From an optimization exercise on the open Yosys and OpenROAD flow, aimed at small area; shortcuts taken in it are not production practice. Function was checked by simulation only, so behaviour that the tests miss may differ from the original. Power is estimated from default activity; no workload was simulated.

==> inputs of run C <==
==> flow/design.v (excerpt) <==
module ym2149_audio
  (input  clk_i,
   input  en_clk_psg_i,
   input  sel_n_i,
   input  reset_n_i,
   input  bc_i,
   input  bdir_i,
   input  [7:0] data_i,
   output [7:0] data_r_o,
   output [11:0] ch_a_o,
   output [11:0] ch_b_o,
   output [11:0] ch_c_o,
   output [13:0] mix_audio_o,
   output [13:0] pcm14s_o);
  localparam [31:0] DAC_B0  = 32'h7BB6CBED;
  localparam [31:0] DAC_B1  = 32'h6E0DA0AF;
  localparam [31:0] DAC_B2  = 32'h4EE459FB;
  localparam [31:0] DAC_B3  = 32'h24EA4461;
  localparam [31:0] DAC_B4  = 32'h624EA427;
  localparam [31:0] DAC_B5  = 32'h1E24EA63;
  localparam [31:0] DAC_B6  = 32'h01E24E87;
  localparam [31:0] DAC_B7  = 32'h001E24E9;
  localparam [31:0] DAC_B8  = 32'h0001E24F;
  localparam [31:0] DAC_B9  = 32'h00001E25;
  localparam [31:0] DAC_B10 = 32'h000001E3;
  localparam [31:0] DAC_B11 = 32'h0000001F;
  function [11:0] dac_rom;
    input [4:0] idx;
    dac_rom = {DAC_B11[idx], DAC_B10[idx], DAC_B9[idx], DAC_B8[idx],
               DAC_B7[idx],  DAC_B6[idx],  DAC_B5[idx], DAC_B4[idx],
               DAC_B3[idx],  DAC_B2[idx],  DAC_B1[idx], DAC_B0[idx]};
  endfunction
  function ge16;
    input [15:0] a, b;
  ...
Settings: LEC_CHECK=0, CAP_MARGIN=20, CORE_MARGIN=2, CORE_UTILIZATION=40, SLEW_MARGIN=20; clock period 10.0 ns.
run.sh (not shown) runs the stock make flow with config.mk's settings and CLKGATE_MAP_FILE= SYNTH_SCRIPT=/design/flow/synth_recipe.tcl, a recipe that flattens the netlist after the stock synthesis.
==> run K: changes against run C <==
Settings changed: CTS_BUF_LIST set to sky130_fd_sc_hd__clkbuf_4 sky130_fd_sc_hd__clkbuf_8, CTS_CLUSTER_DIAMETER set to 40, CTS_CLUSTER_SIZE set to 12.
==> notes <==
- In sequential cell count, run C and run K do not differ.
- In run K the clock power is smaller than in run C, by about 10%.
- Of run C and run K, run K has the higher worst hold slack (gap 0.012 ns).
- Of run K and run C, run C has the higher first-iteration DRC count (gap 1.8%, measured against run C).

========
==> wip/yarrow <==
==> flow/design.v <==
module ym2149_audio
  (input  clk_i,
   input  en_clk_psg_i,
   input  sel_n_i,
   input  reset_n_i,
   input  bc_i,
   input  bdir_i,
   input  [7:0] data_i,
   output [7:0] data_r_o,
   output [11:0] ch_a_o,
   output [11:0] ch_b_o,
   output [11:0] ch_c_o,
   output [13:0] mix_audio_o,
   output [13:0] pcm14s_o);
  localparam [31:0] DAC_B0  = 32'h7BB6CBED;
  localparam [31:0] DAC_B1  = 32'h6E0DA0AF;
  localparam [31:0] DAC_B2  = 32'h4EE459FB;
  localparam [31:0] DAC_B3  = 32'h24EA4461;
  localparam [31:0] DAC_B4  = 32'h624EA427;
  localparam [31:0] DAC_B5  = 32'h1E24EA63;
  localparam [31:0] DAC_B6  = 32'h01E24E87;
  localparam [31:0] DAC_B7  = 32'h001E24E9;
  localparam [31:0] DAC_B8  = 32'h0001E24F;
  localparam [31:0] DAC_B9  = 32'h00001E25;
  localparam [31:0] DAC_B10 = 32'h000001E3;
  localparam [31:0] DAC_B11 = 32'h0000001F;
  function [11:0] dac_rom;
    input [4:0] idx;
    dac_rom = {DAC_B11[idx], DAC_B10[idx], DAC_B9[idx], DAC_B8[idx],
               DAC_B7[idx],  DAC_B6[idx],  DAC_B5[idx], DAC_B4[idx],
               DAC_B3[idx],  DAC_B2[idx],  DAC_B1[idx], DAC_B0[idx]};
  endfunction
  function ge16;
    input [15:0] a, b;
    integer k;
    reg c;
    begin
      c = 1'b1;
      for (k = 0; k < 16; k = k + 1)
        c = (a[k] & ~b[k]) | (a[k] & c) | (~b[k] & c);
      ge16 = c;
    end
  endfunction
  function [15:0] cnt_next;
    input [15:0] a;
    input ci, clr;
    integer k;
    reg c;
    begin
      c = ci;
      for (k = 0; k < 16; k = k + 1) begin
        cnt_next[k] = ~clr & (a[k] ^ c);
        c = c & a[k];
      end
    end
  endfunction
  function [13:0] add3;
    input [11:0] a, b, c;
    input ci0, ci1;
    reg [12:0] s, k;
    reg cy;
    integer i;
    begin
      k[0] = ci0;
      for (i = 0; i < 12; i = i + 1) begin
        s[i] = a[i] ^ b[i] ^ c[i];
        k[i+1] = (a[i] & b[i]) | (a[i] & c[i]) | (b[i] & c[i]);
      end
      s[12] = 1'b0;
      cy = ci1;
      for (i = 0; i < 13; i = i + 1) begin
        add3[i] = s[i] ^ k[i] ^ cy;
        cy = (s[i] & k[i]) | (s[i] & cy) | (k[i] & cy);
      end
      add3[13] = cy;
    end
  endfunction
  reg [7:0] data_i_r;
  reg [1:0] busctl_r;
  reg sel_n_r;
  reg sel_ff_r;
  reg [3:0] reg_addr_r;
  reg [7:0] data_o_r;
  reg [127:0] rf;    
  reg [2:0] written_r;
  reg env_shape_wr_r;
  always @(posedge clk_i) begin
    data_i_r <= data_i;
    busctl_r <= {bdir_i, bc_i};
    sel_n_r  <= sel_n_i;
  end
  always @(posedge clk_i)
    if (!reset_n_i)
      sel_ff_r <= 1'b1;
    else if (en_clk_psg_i)
      sel_ff_r <= ~sel_ff_r;
  wire en_int = sel_n_r ? en_clk_psg_i : (en_clk_psg_i & sel_ff_r);
  wire rd_s = (busctl_r == 2'b01);
  wire wr_s = (busctl_r == 2'b10);
  wire la_s = (busctl_r == 2'b11);
  wire [7:0] wdata = data_i_r & {8{reset_n_i}};
  wire wr_e = en_clk_psg_i & wr_s;
  integer r;
  always @(posedge clk_i)
    for (r = 0; r < 16; r = r + 1)
      if (!reset_n_i || (wr_e && reg_addr_r == r))
        rf[8*r +: 8] <= wdata;
  always @(posedge clk_i)
    if (!reset_n_i) begin
      reg_addr_r <= 4'd0;
      data_o_r <= 8'd0;
      written_r <= 3'b000;
      env_shape_wr_r <= 1'b0;
    end else if (en_clk_psg_i) begin
      if (la_s && data_i_r[7:4] == 4'd0)
        reg_addr_r <= data_i_r[3:0];
      if (rd_s)
        data_o_r <= rf[8*reg_addr_r +: 8];
      if (wr_s) begin
        if (reg_addr_r == 4'd8)  written_r[0] <= 1'b1;
        if (reg_addr_r == 4'd9)  written_r[1] <= 1'b1;
        if (reg_addr_r == 4'd10) written_r[2] <= 1'b1;
      end
      env_shape_wr_r <= wr_s && (reg_addr_r == 4'd13);
    end
  assign data_r_o = data_o_r;
  wire [11:0] per_a = rf[11:0];
  wire [11:0] per_b = rf[27:16];
  wire [11:0] per_c = rf[43:32];
  wire [4:0]  per_n = rf[52:48];
  wire [2:0]  tone_en_n  = rf[58:56];
  wire [2:0]  noise_en_n = rf[61:59];
  wire [15:0] per_e = rf[103:88];
  wire env_continue = rf[107];
  wire env_attack   = rf[106];
  wire env_alt      = rf[105];
  wire env_hold     = rf[104];
  reg [2:0] div_r;
  always @(posedge clk_i)
    div_r <= cnt_next({13'd0, div_r}, en_int, !reset_n_i);
  wire cmp_e = en_int & (div_r == 3'd3);
  wire inc_e = en_int & (div_r == 3'd4);
  reg [11:0] cnt_a, cnt_b, cnt_c;
  reg [2:0]  tone_r;
  wire ge_a = ge16({4'd0, cnt_a}, {4'd0, per_a});
  wire ge_b = ge16({4'd0, cnt_b}, {4'd0, per_b});
  wire ge_c = ge16({4'd0, cnt_c}, {4'd0, per_c});
  wire flat_a = (per_a[11:3] == 9'd0) & ~(per_a[2] & per_a[1]);
  wire flat_b = (per_b[11:3] == 9'd0) & ~(per_b[2] & per_b[1]);
  wire flat_c = (per_c[11:3] == 9'd0) & ~(per_c[2] & per_c[1]);
  always @(posedge clk_i) begin
    cnt_a <= cnt_next({4'd0, cnt_a}, inc_e, !reset_n_i || (cmp_e && ge_a));
    cnt_b <= cnt_next({4'd0, cnt_b}, inc_e, !reset_n_i || (cmp_e && ge_b));
    cnt_c <= cnt_next({4'd0, cnt_c}, inc_e, !reset_n_i || (cmp_e && ge_c));
  end
  always @(posedge clk_i)
    if (!reset_n_i)
      tone_r <= 3'b111;
    else if (en_int) begin
      if (flat_a) tone_r[0] <= 1'b1; else if (cmp_e && ge_a) tone_r[0] <= ~tone_r[0];
      if (flat_b) tone_r[1] <= 1'b1; else if (cmp_e && ge_b) tone_r[1] <= ~tone_r[1];
      if (flat_c) tone_r[2] <= 1'b1; else if (cmp_e && ge_c) tone_r[2] <= ~tone_r[2];
    end
  reg [4:0]  cnt_n;
  reg        noise_ff_r;
  reg [16:0] lfsr_r;
  wire ge_n = ge16({11'd0, cnt_n}, {11'd0, per_n});
  wire flat_n = (per_n[4:3] == 2'd0) & ~(per_n[2] & (per_n[1] | per_n[0]));
  wire noise_ff_x = flat_n | (noise_ff_r ^ (cmp_e & ge_n));
  always @(posedge clk_i)
    cnt_n <= cnt_next({11'd0, cnt_n}, inc_e, !reset_n_i || (cmp_e && ge_n));
  always @(posedge clk_i)
    if (!reset_n_i) begin
      noise_ff_r <= 1'b1;
      lfsr_r <= 17'h10000;
    end else if (en_int) begin
      noise_ff_r <= noise_ff_x;
      if (!noise_ff_r && noise_ff_x)
        lfsr_r <= {lfsr_r[3] ^ lfsr_r[0], lfsr_r[16:1]};
    end
  wire noise_s = lfsr_r[0];
  wire [2:0] mix_s = (tone_en_n | tone_r) & (noise_en_n | {3{noise_s}});
  reg [15:0] cnt_e;
  reg        env_ff_r;
  reg [4:0]  shape_r;
  reg        cont_r, att_r, hold_r;
  wire ge_e = ge16(cnt_e, per_e);
  wire env_tgl = cmp_e & ge_e;
  wire shape_end = (shape_r == 5'd31);
  wire hold_x = shape_end ? env_hold : hold_r;
  wire env_step = ~hold_r & env_tgl;
  always @(posedge clk_i)
    cnt_e <= cnt_next(cnt_e, inc_e, !reset_n_i || env_shape_wr_r || env_tgl);
  always @(posedge clk_i)
    if (!reset_n_i || env_shape_wr_r) begin
      env_ff_r <= 1'b1;
      shape_r <= 5'd0;
      cont_r <= 1'b1;
      att_r <= 1'b0;
      hold_r <= 1'b0;
    end else begin
      if (env_tgl) env_ff_r <= ~env_ff_r;
      if (env_step) begin
        shape_r <= hold_x ? 5'd31 : cnt_next({11'd0, shape_r}, 1'b1, 1'b0);
        if (shape_end) begin
          cont_r <= env_continue;
          hold_r <= env_hold;
          if (env_alt) att_r <= ~att_r;
        end
      end
    end
  wire env_sel = env_attack ^ att_r;
  wire [4:0] env_idx = ~cont_r ? 5'd31 : (env_sel ? ~shape_r : shape_r);
  wire [2:0] mode_s = {rf[84], rf[76], rf[68]};
  wire [2:0] flat_s = {flat_c, flat_b, flat_a};
  wire [2:0] cond_s = (tone_en_n & noise_en_n) | flat_s | (~noise_en_n & {3{flat_n}});
  function [4:0] reg_idx;
    input [3:0] v;
    reg_idx = ~{v, |v};
  endfunction
  reg [4:0] idx_a, idx_b, idx_c;
  reg [2:0] mid_r, mix_r, cond_r;
  always @(posedge clk_i)
    if (en_clk_psg_i) begin
      idx_a <= mode_s[0] ? env_idx : reg_idx(rf[67:64]);
      idx_b <= mode_s[1] ? env_idx : reg_idx(rf[75:72]);
      idx_c <= mode_s[2] ? env_idx : reg_idx(rf[83:80]);
      mid_r <= ~mode_s & ~written_r;
      mix_r <= mix_s;
      cond_r <= cond_s;
    end
  wire [11:0] lvl_a = mid_r[0] ? 12'h800 : dac_rom(idx_a);
  wire [11:0] lvl_b = mid_r[1] ? 12'h800 : dac_rom(idx_b);
  wire [11:0] lvl_c = mid_r[2] ? 12'h800 : dac_rom(idx_c);
  wire [11:0] dac_a = lvl_a & {12{mix_r[0]}};
  wire [11:0] dac_b = lvl_b & {12{mix_r[1]}};
  wire [11:0] dac_c = lvl_c & {12{mix_r[2]}};
  assign ch_a_o = dac_a;
  assign ch_b_o = dac_b;
  assign ch_c_o = dac_c;
  function [10:0] sign_op;
    input [11:0] l;
    input cond, mix;
    sign_op = cond ? l[10:0] : (l[11:1] ^ {11{~mix}});
  endfunction
  wire [10:0] op_a = sign_op(lvl_a, cond_r[0], mix_r[0]);
  wire [10:0] op_b = sign_op(lvl_b, cond_r[1], mix_r[1]);
  wire [10:0] op_c = sign_op(lvl_c, cond_r[2], mix_r[2]);
  wire [2:0] neg_s = ~cond_r & ~mix_r;
  wire [2:0] lvl_hi = {lvl_c[11], lvl_b[11], lvl_a[11]};
  wire [2:0] t_s = (cond_r & ~lvl_hi) | neg_s;
  wire [13:0] s_lo = add3({1'b0, op_a}, {1'b0, op_b}, {1'b0, op_c}, neg_s[0], neg_s[1]);
  wire [15:0] s_lo1 = cnt_next({2'b00, s_lo}, neg_s[2], 1'b0);
  wire [1:0] n_t = {(t_s[0] & t_s[1]) | (t_s[0] & t_s[2]) | (t_s[1] & t_s[2]),
                    t_s[0] ^ t_s[1] ^ t_s[2]};
  wire [2:0] pcm_hi = {1'b0, s_lo1[12:11]} - {1'b0, n_t};
  reg [13:0] sum_r, pcm_r;
  always @(posedge clk_i)
    if (en_clk_psg_i) begin
      sum_r <= add3(dac_a, dac_b, dac_c, 1'b0, 1'b0);
      pcm_r <= {pcm_hi, s_lo1[10:0]};
    end
  assign mix_audio_o = sum_r;
  assign pcm14s_o = pcm_r;
endmodule
==> flow/run.sh <==
#!/bin/bash
# synth_recipe.tcl (not shown) runs the flow's synth.tcl, then flattens the netlist and writes it again
# the make line also repeats each setting of config.mk as NAME=value (left out here)
make -C /OpenROAD-flow-scripts/flow DESIGN_CONFIG=/design/flow/config.mk WORK_HOME=/design/flow/orfs CLKGATE_MAP_FILE= SYNTH_SCRIPT=/design/flow/synth_recipe.tcl finish
==> flow/config.mk <==
export PLATFORM = sky130hd
export DESIGN_NAME = ym2149_audio
export DESIGN_NICKNAME = ym2149_audio
export VERILOG_FILES = /design/flow/design.v
export SDC_FILE = /design/flow/constraint.sdc
export NUM_CORES = 8
export LEC_CHECK = 0
export CAP_MARGIN = 20
export CORE_MARGIN = 2
export CORE_UTILIZATION = 40
export CTS_BUF_LIST = sky130_fd_sc_hd__clkbuf_8
export CTS_CLUSTER_DIAMETER = 50
export CTS_CLUSTER_SIZE = 16
export SLEW_MARGIN = 20
==> flow/constraint.sdc <==
create_clock -name core_clock -period 10.0 [get_ports {clk_i}]
set_input_delay 2.0000 -clock core_clock [delete_from_list [all_inputs] [get_ports {clk_i}]]
set_output_delay 2.0000 -clock core_clock [all_outputs]
set_load 0.01 [all_outputs]
==> wip/violet (differences from wip/yarrow) <==
- CTS_BUF_LIST: sky130_fd_sc_hd__clkbuf_8 -> sky130_fd_sc_hd__clkbuf_1 sky130_fd_sc_hd__clkbuf_2 sky130_fd_sc_hd__clkbuf_4
- CTS_CLUSTER_DIAMETER: 50 -> unset
- CTS_CLUSTER_SIZE: 16 -> unset
==> flow_metrics.env <==
export IMPL_status="finished clean"
export IMPL_powerClk_mw=1.02
export IMPL_totalWireLength_mm=39.63
export IMPL_final_nets=1707
export IMPL_track_usage=0.1918
export IMPL_powerComb_mw=0.512
export IMPL_diodes=1
Source of the figures above: wip/violet

==> flow_metrics.env <==
export IMPL_final_cell_mix="180 x edfxtp_1, 125 x ha_1, 116 x dfxtp_1"
export IMPL_final_nets=1662
export IMPL_track_usage=0.1891
export IMPL_totalWireLength_mm=38.93
export IMPL_status="finished clean"
Source of the figures above: wip/yarrow

-- port drivers added, routing unchanged --
In the flow no input, the clock included, has a driving cell. The finished layouts below were timed again as built, in two steps. Step 1 assumes that a clkbuf_16 drives the clock port and a buf_2 every other input. Step 2 moves the port delays by t, midway between the first and last clock arrival at a register: inputs arrive t later, outputs are due t later. That takes back most of the time a late clock gives input paths. a / b / c = ideal / step 1 / step 2; a / b = the first two.
run | t, ns | slack for setup (ns) | slew at the worst register clock pin (ns) | worst data-port slew with drivers (ns)
run C | 0.589 | 1.070 / 1.070 / 1.070 | 0.06 / 0.06 | 0.06
run K | 0.658 | 1.035 / 1.035 / 1.035 | 0.08 / 0.08 | 0.05
wip/yarrow | 0.651 | 1.066 / 1.066 / 1.066 | 0.10 / 0.10 | 0.06
wip/violet | 0.768 | 1.067 / 1.067 / 1.067 | 0.08 / 0.08 | 0.05
After both steps setup and hold are still met in every run listed.
